What follows belongs to an exercise in optimizing a design on an open flow for small area, a short achievable clock period and few clock cycles; a production flow would make more cautious choices.
At most, simulation tests tie the RTL to the original design; equivalence was not proved.

wip/delta:
// SOBEL
module  SOBEL(clk,reset,busy,ready,iaddr,idata,cdata_rd,cdata_wr,caddr_rd,caddr_wr,cwr,crd,csel	);
clock: 5.0 ns
lec_check: 0
cap_margin: 20
core_margin: 2
core_utilization: 40
cts_buf_list: sky130_fd_sc_hd__clkbuf_8
cts_cluster_size: 30
setup_slack_margin: 2.4
slew_margin: 20
standard.sh (not shown) runs the stock make flow with config.mk's settings and CLKGATE_MAP_FILE= SYNTH_SCRIPT=/design/flow/synth_recipe.tcl, a recipe that flattens the netlist after the stock synthesis.
==> flow/flow/run.sh <==
#!/bin/bash
# The standard layout, with plain buffers (instead of delay cells) on the
# input and output ports. Each tool's output goes to its own log here.
set -euo pipefail
export BUFFER_PORTS_ARGS="-buffer_cell sky130_fd_sc_hd__buf_2"
bash standard.sh > standard.log 2>&1
Testbench counts of wip/delta, summed over its fixed seeds: cycles 789,544.
### wip/delta -> wip/juniper
diff --git a/flow/config.mk b/flow/config.mk
--- a/flow/config.mk
+++ b/flow/config.mk
@@ -10 +10 @@
-export CORE_UTILIZATION = 40
+export CORE_UTILIZATION = 55
Results
- Looking at stage delay of the slowest cell on the critical path across wip/delta and wip/juniper, the one that comes out higher is wip/delta.
- As far as sequential share of layout area is concerned, wip/juniper and wip/delta perform about the same.
- reg -> reg as the kind of critical path was reported by wip/delta, and reg -> out by wip/juniper.
- wip/delta ended up with K[1] as its timing startpoint of the critical path; wip/juniper ended up with cw[9].
- wip/delta ended up with edfxtp_1 as its critical path's slowest cell; wip/juniper ended up with dfxtp_1.
- Per the comparison of wip/juniper with wip/delta, total detailed-routing wirelength moved up; clock-cell share of area moved up; total via count after detailed routing moved up.
#### Input delta (wip/ember over wip/juniper)
diff --git a/flow/flow/run.sh b/flow/flow/run.sh
--- a/flow/flow/run.sh
+++ b/flow/flow/run.sh
@@ -3 +3,2 @@
-# input and output ports. Each tool's output goes to its own log here.
+# input and output ports and larger clock-tree clusters. Each tool's output
+# goes to its own log here.
@@ -5,0 +7 @@
+export CTS_ARGS="-sink_clustering_enable -repair_clock_nets -sink_clustering_size 30 -sink_clustering_max_diameter 300 -buf_list sky130_fd_sc_hd__clkbuf_8"
diff --git a/flow/config.mk b/flow/config.mk
--- a/flow/config.mk
+++ b/flow/config.mk
@@ -10 +10 @@
-export CORE_UTILIZATION = 55
+export CORE_UTILIZATION = 40
## What came out
The core of wip/ember is less densely filled than that of wip/juniper. Summary of wip/ember over wip/juniper: die area picked up an extra 5200 µm²; routed length on met3 climbed about 26%. Setup slack: wip/ember more than wip/juniper. The faster design of the two is wip/ember; wip/juniper tops out lower. Between wip/ember and wip/juniper, the final cycle utilization of the critical path is higher for wip/juniper. Any difference in design area between wip/juniper and wip/ember is small enough to ignore. What wip/juniper reported for number of tap cells added at floorplan has to be multiplied by 1.3 to get the figure for wip/ember. The number of buffers inserted by post-CTS setup repair was comparable across wip/ember and wip/juniper. wip/ember vs wip/juniper on routed wire length: wip/ember is the lower one.
The inputs of wip/harbor differ from those of wip/ember as listed below.
==> flow/flow/run.sh <==
#!/bin/bash
# The standard layout, with plain buffers (instead of delay cells) on the
# input and output ports. Each tool's output goes to its own log here.
set -euo pipefail
export BUFFER_PORTS_ARGS="-buffer_cell sky130_fd_sc_hd__buf_2"
bash standard.sh > standard.log 2>&1
diff --git a/flow/config.mk b/flow/config.mk
--- a/flow/config.mk
+++ b/flow/config.mk
@@ -13 +13,2 @@
-export SETUP_SLACK_MARGIN = 2.4
+export PLACE_DENSITY = 0.75
+export SETUP_SLACK_MARGIN = 2.6
==> comparison <==
- Both conditions hold for wip/harbor: the flow ran to the end and the final layout passed the timing, design-rule and antenna checks.
- | global-route total usage across every layer | wip/harbor vs wip/ember | ≈ equal |
- [compare] base=wip/ember new=wip/harbor: cell count went up; antenna diode count now sits lower; least setup slack across all paths after layout rose by 0.052 ns.

---

SOBEL, a different RTL version from the one above (not shown whole).
Size: ~130 flip-flops, about 81 I/O pins, ~0.0074 mm2 of cells after synthesis.
Design SOBEL, start of the top module:
module  SOBEL(clk,reset,busy,ready,iaddr,idata,cdata_rd,cdata_wr,caddr_rd,caddr_wr,cwr,crd,csel	);
clock: 5.0 ns
lec_check: 0
cap_margin: 20
core_margin: 2
core_utilization: 40
cts_buf_list: sky130_fd_sc_hd__clkbuf_8
cts_cluster_size: 30
setup_slack_margin: 2.6
slew_margin: 20
run.sh (not shown) runs the stock make flow with config.mk's settings and CLKGATE_MAP_FILE= SYNTH_SCRIPT=/design/flow/synth_recipe.tcl, a recipe that flattens the netlist after the stock synthesis.
Stock flow here: none of the scripts above is used.
==> next run, changes <==
SETUP_SLACK_MARGIN = 2.2   (was 2.6)
After rerunning: The new run completed without violations. Setup slack loses 0.23 ns. Via count came out lower by a few percent. Worst hold slack hardly moves.
No run of this note included a check of the RTL's function; only the layout flow was run.

---

The RTL this note starts from:
==> flow/design.v <==
`timescale 1ns/10ps
module  SOBEL(clk,reset,busy,ready,iaddr,idata,cdata_rd,cdata_wr,caddr_rd,caddr_wr,cwr,crd,csel	);
input				clk;
input				reset;
output	reg 		busy;
input				ready;
output 	reg [16:0]		iaddr;
input  	[7:0]		idata;
input	[7:0]		cdata_rd;
output	reg [7:0]		cdata_wr;
output 	[15:0]		caddr_rd;
output 	reg [15:0]	caddr_wr;
output	reg         cwr;
output              crd;
output 	reg [1:0]	csel;
assign caddr_rd = 16'd0;
assign crd = 1'b0;
wire rmid = csel == 2'd3;
wire rbot = csel == 2'd1;
wire top  = csel == 2'd3;
reg ptop;        
reg pbot;        
reg vnext;       
reg started;     
wire rowend = caddr_wr[7:0] == 8'd254;    
wire done   = top & cwr & (&caddr_wr);
reg [8:0]  idr;   
reg [9:0]  N;     
reg [9:0]  S1;    
reg [9:0]  S2;    
reg [8:0]  K;     
reg [8:0]  D1;    
reg [10:0] G2;    
reg [7:0]  ybuf;
wire [8:0]  d0  = ~K;                                    
wire [9:0]  nsum = (ptop ? 10'd0 : N) + {1'b0, idr};
wire [8:0]  ksum = K + idr;
wire [10:0] gx   = {1'b0, S2} - {1'b0, N};               
wire [10:0] gy   = G2 + {{2{d0[8]}}, d0};
wire [10:0] g2n  = {{2{D1[8]}}, D1} + {d0[8], d0, 1'b0};
wire [8:0]  csum = {1'b0, cdata_wr} + {1'b0, ybuf} + 9'd1;
wire [7:0] xc = gx[10] ? 8'd0 : (|gx[9:8]) ? 8'hff : gx[7:0];
wire [7:0] yc = gy[10] ? 8'd0 : (|gy[9:8]) ? 8'hff : gy[7:0];
always @(posedge clk) begin
    idr <= rmid ? {idata, 1'b0} : {1'b0, idata};
    N <= nsum;
    if (ptop) begin
        S1 <= N;
        S2 <= S1;
        D1 <= d0;
        G2 <= g2n;
        K  <= ~idr;
    end else if (pbot) begin
        K  <= ksum;
    end
    cdata_wr <= ptop ? xc : ybuf;
    ybuf     <= ptop ? yc : csum[8:1];
end
always @(posedge clk or posedge reset) begin
    if (reset) begin
        busy     <= 1'b0;
        csel     <= 2'd0;
        ptop     <= 1'b0;
        pbot     <= 1'b0;
        iaddr    <= 17'd0;
        caddr_wr <= 16'd0;
        cwr      <= 1'b0;
        vnext    <= 1'b0;
        started  <= 1'b0;
    end else if (busy) begin
        csel  <= done ? 2'd0 : {~csel[1] | ~csel[0], csel[1]};
        ptop  <= csel == 2'd2;
        pbot  <= csel == 2'd1;
        iaddr <= rbot ? iaddr + 17'h1FDFD + {16'd0, rowend} : iaddr + 17'd258;
        if (top) begin
            cwr      <= vnext & ~done;
            vnext    <= ~rowend & started;
            started  <= started | iaddr[0];
            if (cwr) caddr_wr <= caddr_wr + 16'd1;
            if (done) busy <= 1'b0;
        end
    end else if (ready & ~started) begin
        busy <= 1'b1;
        csel <= 2'd2;
    end
end
endmodule
export LEC_CHECK = 0
export CAP_MARGIN = 20
export CORE_MARGIN = 2
export CORE_UTILIZATION = 40
export CTS_BUF_LIST = sky130_fd_sc_hd__clkbuf_8
export CTS_CLUSTER_SIZE = 30
export SETUP_SLACK_MARGIN = 2.2
export SLEW_MARGIN = 20
create_clock -name core_clock -period 5.0 [get_ports {clk}]
standard.sh (not shown) runs the stock make flow with config.mk's settings and CLKGATE_MAP_FILE= SYNTH_SCRIPT=/design/flow/synth_recipe.tcl, a recipe that flattens the netlist after the stock synthesis.
==> flow/flow/run.sh <==
#!/bin/bash
# The standard layout, with plain buffers (instead of delay cells) on the
# input and output ports. Each tool's output goes to its own log here.
set -euo pipefail
export BUFFER_PORTS_ARGS="-buffer_cell sky130_fd_sc_hd__buf_2"
bash standard.sh > standard.log 2>&1
Testbench counts at the start, summed over its fixed seeds: cycles 789,544.
Rerun with:
==> flow/run.sh (new file) <==
#!/bin/bash
# synth_recipe.tcl (not shown) runs the flow's synth.tcl, then flattens the netlist and writes it again
# the make line also repeats each setting of config.mk as NAME=value (left out here)
make -C /OpenROAD-flow-scripts/flow DESIGN_CONFIG=/design/flow/config.mk WORK_HOME=/design/flow/orfs CLKGATE_MAP_FILE= SYNTH_SCRIPT=/design/flow/synth_recipe.tcl finish
--- a/flow/config.mk
+++ b/flow/config.mk
@@ -10 +10 @@
-export CORE_UTILIZATION = 40
+export CORE_UTILIZATION = 60
removed: flow/flow/run.sh
removed: flow/standard.sh
Clock skew is about the same.
Die area goes down by 32%.
Final cell count goes down by 8.4%.
Rerun with:
==> flow/flow/run.sh (new file) <==
#!/bin/bash
# The standard layout, with plain buffers (instead of delay cells) on the
# input and output ports. Each tool's output goes to its own log here.
set -euo pipefail
export BUFFER_PORTS_ARGS="-buffer_cell sky130_fd_sc_hd__buf_2"
bash standard.sh > standard.log 2>&1
==> flow/standard.sh (new file) <==
#!/bin/bash
# synth_recipe.tcl (not shown) runs the flow's synth.tcl, then flattens the netlist and writes it again
# the make line also repeats each setting of config.mk as NAME=value (left out here)
make -C /OpenROAD-flow-scripts/flow DESIGN_CONFIG=/design/flow/config.mk WORK_HOME=/design/flow/orfs CLKGATE_MAP_FILE= SYNTH_SCRIPT=/design/flow/synth_recipe.tcl "${@:-finish}"
--- a/flow/config.mk
+++ b/flow/config.mk
@@ -10,4 +10,5 @@
-export CORE_UTILIZATION = 60
-export CTS_BUF_LIST = sky130_fd_sc_hd__clkbuf_8
-export CTS_CLUSTER_SIZE = 30
-export SETUP_SLACK_MARGIN = 2.2
+export CORE_UTILIZATION = 40
+export CTS_BUF_LIST = sky130_fd_sc_hd__clkbuf_16
+export CTS_CLUSTER_DIAMETER = 150
+export CTS_CLUSTER_SIZE = 40
+export SETUP_SLACK_MARGIN = 2.4
removed: flow/run.sh
- via count drops by 0.93%
- hold slack is worse by 0.0033 ns
Rerun with:
==> flow/run.sh (new file) <==
#!/bin/bash
# synth_recipe.tcl (not shown) runs the flow's synth.tcl, then flattens the netlist and writes it again
# the make line also repeats each setting of config.mk as NAME=value (left out here)
make -C /OpenROAD-flow-scripts/flow DESIGN_CONFIG=/design/flow/config.mk WORK_HOME=/design/flow/orfs CLKGATE_MAP_FILE= SYNTH_SCRIPT=/design/flow/synth_recipe.tcl finish
--- a/flow/config.mk
+++ b/flow/config.mk
@@ -11,4 +11,2 @@
-export CTS_BUF_LIST = sky130_fd_sc_hd__clkbuf_16
-export CTS_CLUSTER_DIAMETER = 150
-export CTS_CLUSTER_SIZE = 40
-export SETUP_SLACK_MARGIN = 2.4
+export CTS_BUF_LIST = sky130_fd_sc_hd__clkbuf_4 sky130_fd_sc_hd__clkbuf_8
+export SETUP_SLACK_MARGIN = 2.2
removed: flow/flow/run.sh
removed: flow/standard.sh
Effect:
- The changed run finished with timing, DRC and antenna clean
- worst setup slack gets worse by 0.11 ns
- design area drops by 1.5%
- first-iteration DRC count drops by 0.32%
- hold slack gets better by 0.0037 ns
- register-to-register slack gets worse by 0.09 ns
Rerun with:
==> flow/flow/run.sh (new file) <==
#!/bin/bash
# The standard layout, with plain buffers (instead of delay cells) on the
# input and output ports. Each tool's output goes to its own log here.
set -euo pipefail
export BUFFER_PORTS_ARGS="-buffer_cell sky130_fd_sc_hd__buf_2"
bash standard.sh > standard.log 2>&1
==> flow/standard.sh (new file) <==
#!/bin/bash
# synth_recipe.tcl (not shown) runs the flow's synth.tcl, then flattens the netlist and writes it again
# the make line also repeats each setting of config.mk as NAME=value (left out here)
make -C /OpenROAD-flow-scripts/flow DESIGN_CONFIG=/design/flow/config.mk WORK_HOME=/design/flow/orfs CLKGATE_MAP_FILE= SYNTH_SCRIPT=/design/flow/synth_recipe.tcl "${@:-finish}"
--- a/flow/config.mk
+++ b/flow/config.mk
@@ -11,2 +11,3 @@
-export CTS_BUF_LIST = sky130_fd_sc_hd__clkbuf_4 sky130_fd_sc_hd__clkbuf_8
-export SETUP_SLACK_MARGIN = 2.2
+export CTS_BUF_LIST = sky130_fd_sc_hd__clkbuf_8
+export CTS_CLUSTER_SIZE = 30
+export SETUP_SLACK_MARGIN = 2.0
removed: flow/run.sh
- The changed run ran to the end with no violations
- design area drops by about 5.4%
- worst setup slack got worse by 0.22 ns
- synthesized area does not change
- utilization drops by 2.6 points
- worst hold slack got worse by 0.0088 ns
- maximum frequency drops by 7.8%
- clock skew is about the same
Rerun with:
==> flow/run.sh (new file) <==
#!/bin/bash
# synth_recipe.tcl (not shown) runs the flow's synth.tcl, then flattens the netlist and writes it again
# the make line also repeats each setting of config.mk as NAME=value (left out here)
make -C /OpenROAD-flow-scripts/flow DESIGN_CONFIG=/design/flow/config.mk WORK_HOME=/design/flow/orfs CLKGATE_MAP_FILE= SYNTH_SCRIPT=/design/flow/synth_recipe.tcl finish
--- a/flow/config.mk
+++ b/flow/config.mk
@@ -7,0 +8 @@
+export ABC_CLOCK_PERIOD_IN_PS = 2200
@@ -13 +14 @@
-export SETUP_SLACK_MARGIN = 2.0
+export SETUP_SLACK_MARGIN = 2.2
removed: flow/flow/run.sh
removed: flow/standard.sh
What happened: Global-route usage came out higher by 0.44 points. Routed wire length came out higher slightly. Non-clock buffer count came out higher by 5. Die area does not change. Flip-flop and latch count stays the same.

re-timing with driven ports:
The flow's constraints put no driver on any port. The routed layouts listed below were extracted and timed again, unchanged, in two steps.
Step 1 sets driving cells, clkbuf_16 on the clock port and buf_2 on the other inputs (assumed; they add their load-dependent delay and slew).
Step 2 moves the port delays by t, midway between the first and last clock arrival at a register: inputs arrive t later, outputs are due t later. That takes back most of the time a late clock gives input paths.
Slacks: ideal ports / drivers / drivers and shift; pairs: ideal ports / drivers.
run	t (ns)	setup slack, ns	hold WS [ns]
wip/delta	0.483	2.532 / 2.502 / 2.532	0.424 / 0.424 / 0.424
wip/juniper	0.480	2.501 / 2.462 / 2.516	0.423 / 0.423 / 0.423
wip/ember	0.483	2.532 / 2.502 / 2.532	0.424 / 0.424 / 0.424
wip/harbor	0.477	2.584 / 2.545 / 2.599	0.422 / 0.422 / 0.422
the first run of note 2	0.485	2.571 / 2.571 / 2.571	0.429 / 0.429 / 0.429
the second run of note 2	0.487	2.340 / 2.303 / 2.341	0.427 / 0.427 / 0.427
the first run of note 3	0.464	2.366 / 2.366 / 2.366	0.419 / 0.419 / 0.419
the second run of note 3	0.477	2.325 / 2.320 / 2.325	0.423 / 0.423 / 0.423
the third run of note 3	0.462	2.459 / 2.459 / 2.459	0.420 / 0.420 / 0.420
the fourth run of note 3	0.473	2.354 / 2.316 / 2.369	0.424 / 0.424 / 0.424
the fifth run of note 3	0.472	2.130 / 2.130 / 2.130	0.415 / 0.415 / 0.415
the sixth run of note 3	0.471	2.353 / 2.316 / 2.375	0.420 / 0.420 / 0.420
After both steps setup and hold are still met in every run listed.
